Background: an optimization exercise with open tools, aiming at small area. Do not read the settings as production practice. Function was checked by simulation only, so behaviour that the tests miss may differ from the original.

## flow/design.v (module list and top-level ports; edited modules follow where they fit)
// module mac_fa: 4 lines
// module mac_ha: 4 lines
// module mac_unit_Parallel_128_clk: 3719 lines
module mac_unit_Parallel_128_clk
#(
    parameter DATA_WIDTH    = 8,
    parameter VEC_LENGTH    = 16,
	parameter ACC_WIDTH     = DATA_WIDTH + 16,
	parameter RESULT_WIDTH  = 2*DATA_WIDTH
) (
	input  logic                             clk,
	input  logic                             reset,
	input  logic                             mul_en,
	input  logic                             acc_en,
	input  logic                             load_accum,
	input  logic [VEC_LENGTH*DATA_WIDTH-1:0] act,
	input  logic [VEC_LENGTH*DATA_WIDTH-1:0] w_in,
	input  logic signed [ACC_WIDTH-1:0]      accum_prev,
	output logic signed [RESULT_WIDTH-1:0]   result
);
  // ...
==> flow/flow/run.sh <==
#!/bin/bash
set -euo pipefail
export BUFFER_PORTS_ARGS="-buffer_cell sky130_fd_sc_hd__buf_1"
export REMOVE_ABC_BUFFERS=1
export CTS_ARGS="-sink_clustering_enable -repair_clock_nets -dont_use_dummy_load -sink_clustering_size 16 -sink_clustering_max_diameter 100 -buf_list {sky130_fd_sc_hd__clkbuf_4 sky130_fd_sc_hd__clkbuf_8}"

rm -rf myscripts
cp -r "$FLOW_HOME/scripts" myscripts
cp flow/abc_area.script myscripts/abc_area.script
sed "s|^make -C |make SCRIPTS_DIR=$PWD/myscripts -C |" standard.sh > synth_custom.sh
bash synth_custom.sh synth > synth.log 2>&1
bash standard.sh > standard.log 2>&1
==> flow/flow/abc_area.script <==
strash
dch -f
amap
topo
==> flow/standard.sh <==
#!/bin/bash
# synth_recipe.tcl (not shown) runs the flow's synth.tcl, then flattens the netlist and writes it again
# the make line also repeats each setting of config.mk as NAME=value (left out here)
make -C /OpenROAD-flow-scripts/flow DESIGN_CONFIG=/design/flow/config.mk WORK_HOME=/design/flow/orfs CLKGATE_MAP_FILE= SYNTH_SCRIPT=/design/flow/synth_recipe.tcl "${@:-finish}"
==> flow/config.mk <==
export PLATFORM = sky130hd
export DESIGN_NAME = mac_unit_Parallel_128_clk
export DESIGN_NICKNAME = mac_unit_Parallel_128_clk
export VERILOG_FILES = /design/flow/design.v
export SDC_FILE = /design/flow/constraint.sdc
export NUM_CORES = 4
export LEC_CHECK = 0
export ABC_AREA = 1
export CAP_MARGIN = 20
export CORE_MARGIN = 2
export CORE_UTILIZATION = 60
export CTS_BUF_LIST = sky130_fd_sc_hd__clkbuf_4 sky130_fd_sc_hd__clkbuf_8
export GPL_TIMING_DRIVEN = 0
export SETUP_SLACK_MARGIN = 0.15
export SLEW_MARGIN = 20
export SYNTH_HIERARCHICAL = 1
export SYNTH_MINIMUM_KEEP_SIZE = 0
==> flow/constraint.sdc <==
create_clock -name core_clock -period 8.0 [get_ports {clk}]
set_input_delay 1.6000 -clock core_clock [delete_from_list [all_inputs] [get_ports {clk}]]
set_output_delay 1.6000 -clock core_clock [all_outputs]
set_load 0.01 [all_outputs]
==> results.py, run 1 <==
metrics = {
    "run_status": {
        "status": "no timing/DRC/antenna violations",
    },
    "grt": {
        "grt.met2_usage_pct": 62.73,
        "antenna_found_initial": 4,
        "grt_max_degree": 36,
    },
    "final_layout": {
        "multi_input_cells": 2564,
        "num_antenna_cells": 4,
        "clkCellAreaFrac_pct": 0.7790,
        "area_dominant_class": "multi-input combinational cells",
        "n_all_buffers": 304,
    },
    "min_path": {
        "min_from": "q0[3]",
    },
    "setup_path": {
        "critPathTopFamily": "adder cells",
        "setup.worst_path.start": "acc_en",
    },
    "synthesis": {
        "ys_top_cells_by_count": "645 x fa_1, 544 x a21oi_1, 528 x nor2_1",
        "synth_compound_area_share_pct": 21.74,
        "syn_inst": 2994,
        "synth_area_sq_mm": 0.02961,
        "synth_top_family_by_area": "adder cells",
    },
    "placed_design": {
        "place_inst": 3950,
        "dp_hpwl_mm": 86.03,
    },
    "floorplanning": {
        "start_util_pct": 60.62,
    },
    "timing": {
        "tns_ns": 0,
        "hold_viol_final": 0,
    },
    "clock_tree": {
        "clk_pin_slew_worst_paths_ns": 0.10,
    },
}
==> inputs of run 2 (changes only) <==
--- a/flow/config.mk
+++ b/flow/config.mk
@@ -9,5 +9,5 @@
 export CAP_MARGIN = 20
 export CORE_MARGIN = 2
-export CORE_UTILIZATION = 60
+export CORE_UTILIZATION = 70
 export CTS_BUF_LIST = sky130_fd_sc_hd__clkbuf_4 sky130_fd_sc_hd__clkbuf_8
 export GPL_TIMING_DRIVEN = 0
==> run 2 against run 1 <==
Clock-buffer cell count down 1. Worst setup slack better by 0.081 ns. Still clean on timing, DRC and antenna. Clock skew down 0.010 ns. Cell count down 3.3%. Critical path type unchanged. Global-route usage up 5.5 points. Fmax up 1.1%. Via count up 2.8%.
==> results.py, run 2 <==
metrics = {
    "run_status": {
        "status": "no timing/DRC/antenna violations",
    },
    "timing": {
        "slew_headroom_pct": 16.87,
        "timing.hold.ws_ns": 0.4291,
        "max_slew.worst_pin.slew_ns": 1.234,
        "finClkSkew_ns": 0.04716,
        "period_share_pct": 93.61,
        "tns_ns": 0,
        "hold_viol_final": 0,
        "slew_viol_final": 0,
        "rsz0062_at_grt": "false",
        "finalSetupViolCount": 0,
        "fin_crit_ns": 7.489,
        "fmaxAchievable_mhz": 133.5,
    },
    "clock_tree": {
        "clock_sinks": 207,
        "hold_buffers": 0,
        "numCtsBuffers": 17,
        "cts_tree": "yes",
        "clk_latency_ns": 0.62,
        "clk_pin_slew_worst_paths_ns": 0.10,
        "clockRootBuffer": "clkbuf_8",
        "clock_path_buffers": 3,
        "htree_num_levels": 1,
    },
    "grt": {
        "antenna_found_initial": 2,
        "groute.usage.overall_pct": 45.39,
        "grt_pass1_wl_mm": 146.3,
        "grt_max_degree": 37,
        "grt_overflow": 0,
        "grt_pass1_vias": 25120,
    },
    "synthesis": {
        "synth_area_per_cell_sq_um": 9.890,
        "synth.area.top_cells": "fa_1 44%, edfxtp_1 18%, o22ai_1 10%",
        "yosys_register_bits": 207,
        "synthFlopType": "edfxtp_1",
        "synth-edff-count": 180,
        "yosys.area.top_type": "fa_1",
        "seq_area_frac_synth_pct": 20.08,
        "ys_warn_count": 7,
        "postSynth.asyncResetShare_pct": 0,
        "synth_area_sq_mm": 0.02961,
        "ys_types": 21,
        "yosysTopAreaCellShare_pct": 43.61,
        "yosysMostFrequentCell": "fa_1",
        "syn_inst": 2994,
        "ys_top_cells_by_count": "645 x fa_1, 544 x a21oi_1, 528 x nor2_1",
    },
    "final_layout": {
        "layout_common_cells": "645 x fa_1, 544 x a21oi_1, 528 x nor2_1",
        "final_common_cell": "fa_1",
        "drive_above_1_share_pct": 0.7266,
        "syn_to_final_growth_pct": 6.803,
        "top_register": "a_r",
        "num_antenna_cells": 0,
        "reg_top3": "a_r (128), acc_r (24), t_r (20)",
        "largest_reg_flops": 128,
        "nNetsFinal": 4267,
    },
    "placed_design": {
        "dp_hpwl_mm": 83.05,
        "port_buffers": 300,
        "gp_congestion": 1.052,
    },
    "setup_path": {
        "crit_path_start_kind": "input port",
        "required_ns": 8.50,
        "arrival_ns": 7.99,
        "crit_fanout": 24,
        "critPathKind": "in -> reg",
        "r2r_cells": 14,
        "cp_slowest_cell": "nand3_1",
        "cp_common_cell": "ha_1",
        "crit_chain": "buf_2, nand3_1, o22ai_1, ha_1, fa_1, fa_1, fa_1, fa_1, fa_1, fa_1, fa_1, nand3_1, nor3_1, or2_0, ha_1, ha_1, ha_1, ha_1, ha_1, ha_1, ha_1, ha_1",
        "endpoint_kind": "flip-flop",
        "cpPeakStageDelay_ns": 0.78,
    },
    "floorplanning": {
        "dieWidth_microns": 209.7,
        "core_region_area_sq_mm": 0.04185,
        "row_count": 75,
        "dieHeight_microns": 209.7,
        "io-pin-count": 301,
        "die_area_sq_mm": 0.04396,
        "start_util_pct": 70.75,
    },
    "routing": {
        "routed_wl_mm": 98.23,
        "drt-initial-drc-count": 3615,
        "ant_nets": 0,
        "wl_per_cell_microns": 25.57,
        "vias": 26260,
        "drc": 0,
        "via_per_inst": 6.836,
        "dr.pass1.iters": 8,
    },
    "min_path": {
        "hold_class": "reg -> reg",
        "min_path_cells": 0,
    },
    "job": {
        "maxCapViolCount": 0,
    },
}
==> run 2: final cells by class <==
cell class / instances / area, sq um
Fill cell: 2974 / 10230
Multi-Input combinational cell: 2564 / 22770
Clock buffer: 17 / 234.0
Sequential cell: 207 / 5946
Tap cell: 539 / 674.4
Timing Repair Buffer: 304 / 1209
Inverter: 211 / 792.0
==> run 2: per-module statistics from Yosys (local to each module, per instance) <==
module | copies in the design | flip-flops and latches | cells | area [sq um]
mac_unit_Parallel_128_clk | 1 | 207 | 2317 | 16300
mac_ha | 32 | 0 | 1 | 12.51
mac_fa | 645 | 0 | 1 | 20.02
==> run 2: layer usage <==
metal | GRT usage [%] | vias to the layer above | part of all wire [%]
met2 | 69.29 | 1987 | 45
met5 | 0.3337 | - | 0.027
met1 | 61.38 | 12470 | 35
li1 | - | 11410 | -
met4 | 23.33 | 4 | 7.0
met3 | 11.33 | 394 | 14
==> run 2: final timing paths <==
path | start | to | slack, ns
worst min-delay path | q0[2] | t_r[2] | 0.43
worst max register to register | a_r[27] | q1[12] | 0.78
worst min register to register | q0[2] | t_r[2] | 0.43
worst max-delay path | acc_en | acc_r[23] | 0.51
==> run 2: critical path: cells and delay by family <==
kind | cells | cell delay, ns
buffers and inverters | 1 | 0.28
adder cells (fa/ha/maj) | 16 | 4.76
AND/OR/NAND/NOR | 4 | 1.16
AO/OA/AOI/OAI | 1 | 0.16
==> run 2: cell families (layout without fill, tap and decap cells) <==
family / after synthesis / count (layout) / synth area share [%]
AOI/OAI and AO/OA: 1131 / 1131 / 21.74
adders and majority gates: 677 / 677 / 44.96
buffers and inverters: 227 / 532 / 3.080
DFF: 207 / 207 / 20.08
other: 1 / 5 / 0.01266
and+or+nand+nor: 751 / 751 / 10.13
==> run 2: through the flow <==
| step | std cells | worst slack, ns | instance area (sq um) | util [%] |
|---|---|---|---|---|
| floorplan | 2982 | 0.8805 | 29510 | - |
| global placement | 3821 | -0.4131 | 31310 | 74.80 |
| detailed placement | 3825 | -0.2149 | 31390 | 75.00 |
| CTS | 3842 | 0.4634 | 31620 | 75.56 |
| global route | 3842 | 0.3275 | 31630 | 75.56 |
| finish | 3842 | 0.5112 | 31630 | 75.56 |
==> run 2: what timing repair did <==
item                       in CTS  in global routing
setup buffers                   0                  0
setup endpoints to repair       0                  1
gates resized for setup         0                  1
==> inputs of run 3 (changes only) <==
--- a/flow/flow/run.sh
+++ b/flow/flow/run.sh
@@ -3,5 +3,5 @@
 export BUFFER_PORTS_ARGS="-buffer_cell sky130_fd_sc_hd__buf_1"
 export REMOVE_ABC_BUFFERS=1
-export CTS_ARGS="-sink_clustering_enable -repair_clock_nets -dont_use_dummy_load -sink_clustering_size 16 -sink_clustering_max_diameter 100 -buf_list {sky130_fd_sc_hd__clkbuf_4 sky130_fd_sc_hd__clkbuf_8}"
+export CTS_ARGS="-sink_clustering_enable -repair_clock_nets -dont_use_dummy_load -sink_clustering_size 12 -sink_clustering_max_diameter 80 -buf_list {sky130_fd_sc_hd__clkbuf_4 sky130_fd_sc_hd__clkbuf_8}"
 
 rm -rf myscripts
--- a/flow/config.mk
+++ b/flow/config.mk
@@ -9,5 +9,5 @@
 export CAP_MARGIN = 20
 export CORE_MARGIN = 2
-export CORE_UTILIZATION = 70
+export CORE_UTILIZATION = 60
 export CTS_BUF_LIST = sky130_fd_sc_hd__clkbuf_4 sky130_fd_sc_hd__clkbuf_8
 export GPL_TIMING_DRIVEN = 0
==> run 3 against run 2 <==
Still clean on timing, DRC and antenna. Register-to-register slack improved by 0.09 ns. Hold slack improved by 0.0041 ns. Synthesized cell count unchanged. Global-route usage decreased by 5.5 points. Design area increased by 0.77%. Critical path type unchanged. Highest routed layer unchanged.
==> results.py, run 3 <==
metrics = {
    "timing": {
        "finalSetupViolCount": 0,
        "fmaxAchievable_mhz": 132.6,
        "finClkSkew_ns": 0.05875,
        "hold_viol_final": 0,
        "max_slew.worst_pin.slew_ns": 1.088,
        "tns_ns": 0,
        "slew_viol_final": 0,
        "period_share_pct": 94.25,
        "slew_headroom_pct": 26.71,
        "fin_crit_ns": 7.540,
        "rsz0062_at_grt": "false",
        "timing.hold.ws_ns": 0.4332,
    },
    "synthesis": {
        "postSynth.asyncResetShare_pct": 0,
        "syn_inst": 2994,
        "ys_types": 21,
        "yosysTopAreaCellShare_pct": 43.61,
        "synth_area_sq_mm": 0.02961,
        "ys_warn_count": 7,
        "yosysMostFrequentCell": "fa_1",
        "ys_top_cells_by_count": "645 x fa_1, 544 x a21oi_1, 528 x nor2_1",
        "seq_area_frac_synth_pct": 20.08,
        "synthFlopType": "edfxtp_1",
        "synth_area_per_cell_sq_um": 9.890,
        "synth.area.top_cells": "fa_1 44%, edfxtp_1 18%, o22ai_1 10%",
        "yosys.area.top_type": "fa_1",
        "synth-edff-count": 180,
        "yosys_register_bits": 207,
    },
    "grt": {
        "groute.usage.overall_pct": 39.93,
        "grt_pass1_wl_mm": 146.3,
        "grt_overflow": 0,
        "grt_pass1_vias": 23940,
        "grt_max_degree": 36,
        "antenna_found_initial": 3,
    },
    "final_layout": {
        "nNetsFinal": 4273,
        "drive_above_1_share_pct": 0.8764,
        "reg_top3": "a_r (128), acc_r (24), t_r (20)",
        "final_common_cell": "fa_1",
        "syn_to_final_growth_pct": 7.627,
        "layout_common_cells": "645 x fa_1, 544 x a21oi_1, 528 x nor2_1",
        "top_register": "a_r",
        "postLayoutCoreUtil_pct": 65.24,
        "largest_reg_flops": 128,
        "fin_area_sq_mm": 0.03187,
        "nFillCells": 3948,
    },
    "floorplanning": {
        "core_region_area_sq_mm": 0.04885,
        "row_count": 81,
        "dieHeight_microns": 226.2,
        "dieWidth_microns": 226.2,
        "io-pin-count": 301,
        "die_area_sq_mm": 0.05114,
        "start_util_pct": 60.62,
    },
    "placed_design": {
        "placed_cell_area_sq_mm": 0.03155,
        "dp_hpwl_mm": 86.03,
        "port_buffers": 300,
        "gp_congestion": 1.054,
    },
    "clock_tree": {
        "post_cts_buffers": 0,
        "hold_buffers": 0,
        "numCtsBuffers": 23,
        "htree_num_levels": 1,
        "clock_sinks": 207,
        "clk_pin_slew_worst_paths_ns": 0.08,
        "cts_resized": 0,
        "clockRootBuffer": "clkbuf_8",
        "clock_path_buffers": 3,
        "cts_tree": "yes",
        "clk_latency_ns": 0.64,
    },
    "setup_path": {
        "critPathTopFamily": "adder cells",
        "arrival_ns": 8.07,
        "required_ns": 8.53,
        "endpoint_kind": "flip-flop",
        "cpPeakStageDelay_ns": 0.67,
        "cp_slowest_cell": "nand2_1",
        "crit_fanout": 24,
        "cp_common_cell": "ha_1",
        "critPathKind": "in -> reg",
        "crit_chain": "buf_2, nand2_1, nand2_1, o22ai_1, ha_1, fa_1, fa_1, fa_1, fa_1, fa_1, fa_1, fa_1, nand3_1, nor3_1, or2_0, ha_1, ha_1, ha_1, ha_1, ha_1, ha_1, ha_1, ha_1",
        "crit_path_start_kind": "input port",
        "crit_buf_inv": 1,
    },
    "routing": {
        "wl_per_cell_microns": 25.34,
        "ant_nets": 0,
        "routed_wl_mm": 100.8,
        "drt-initial-drc-count": 2992,
        "dr.pass1.iters": 6,
        "via_per_inst": 6.436,
        "vias": 25590,
        "drc": 0,
    },
    "min_path": {
        "hold_class": "reg -> reg",
    },
    "run_status": {
        "status": "no timing/DRC/antenna violations",
    },
    "job": {
        "maxCapViolCount": 0,
    },
}
[run 3: cells by family after synthesis]
logic type	count (synthesis)	share of synthesized area, %
other cells	1	0.01266
compound gates	1131	21.74
flops	207	20.08
buf+inv	227	3.080
simple gates	751	10.13
fa+ha+maj	677	44.96
[run 3: final cells by class]
class                           count  area, sq um  area share [%]
Sequential cell                   207         5946           18.66
Inverter                          211        792.0           2.485
Clock buffer                       23        316.6          0.9933
Tap cell                          664        830.8           2.607
Antenna cell                        3        7.507         0.02356
Multi-Input combinational cell   2564        22770           71.44
Timing Repair Buffer              304         1209           3.793
[run 3: worst reg2reg max path, cell delays in order (launching register included)]
cell and delay (ns):
edfxtp_1 0.70, o21ai_0 0.96, o22ai_1 0.22, nor2_1 0.13, a21oi_1 0.07, fa_1 0.56, fa_1 0.52, fa_1 0.54
fa_1 0.44, fa_1 0.47, fa_1 0.46, fa_1 0.42, fa_1 0.48, fa_1 0.39, fa_1 0.45
[run 3: modules after synthesis (local to each module, per instance)]
module	cells inside	flip-flops and latches
mac_unit_Parallel_128_clk	2317	207
mac_ha	1	0
mac_fa	1	0
[run 3: worst paths after layout]
path / slack [ns] / start / cells after the start / endpoint
max: 0.46 / acc_en / 23 / acc_r[23]
min reg2reg: 0.43 / q0[3] / 0 / t_r[3]
max reg2reg: 0.87 / a_r[35] / 14 / q1[14]
min: 0.43 / q0[3] / 0 / t_r[3]
[run 3: metrics by stage]
step                worst slack [ns]  std cells
floorplan                     0.8805       2982
global placement             -0.4298       3946
detailed placement           -0.1632       3950
CTS                           0.5232       3973
global route                  0.2337       3976
finish                        0.4603       3976
[run 3: layer usage]
layer	global-route usage, %	vias up	share of wire [%]
met3	8.678	232	11
li1	-	11450	-
met5	2.053	-	0.12
met2	62.00	1576	46
met4	17.19	2	5.2
met1	54.63	12340	38

==> port drivers added, routing unchanged <==
The results above use ideal ports. As a check the final layouts listed here were re-extracted and re-timed, cells and wires unchanged. Step 1 assumes that a clkbuf_16 drives the clock port and a buf_2 every other input. Step 2, shift: input delay + t, output delay - t, t = (earliest + latest rising clock arrival at the registers) / 2. This alone moves slack from input paths to output paths. Three values: ideal, step 1, step 2; two values: the first two.
run	t, ns	setup WS [ns]	latest minus earliest clock arrival (ns)
run 1	0.647	0.430 / 0.467 / -0.179	0.061 / 0.061
run 2	0.651	0.511 / 0.543 / -0.108	0.052 / 0.051
run 3	0.670	0.460 / 0.497 / -0.173	0.060 / 0.060
Met with ideal ports but missed after step 2: setup timing in every run listed. The setup slack of run 3, which loses most, moves by +0.037 ns with the drivers and by -0.633 ns with both steps.
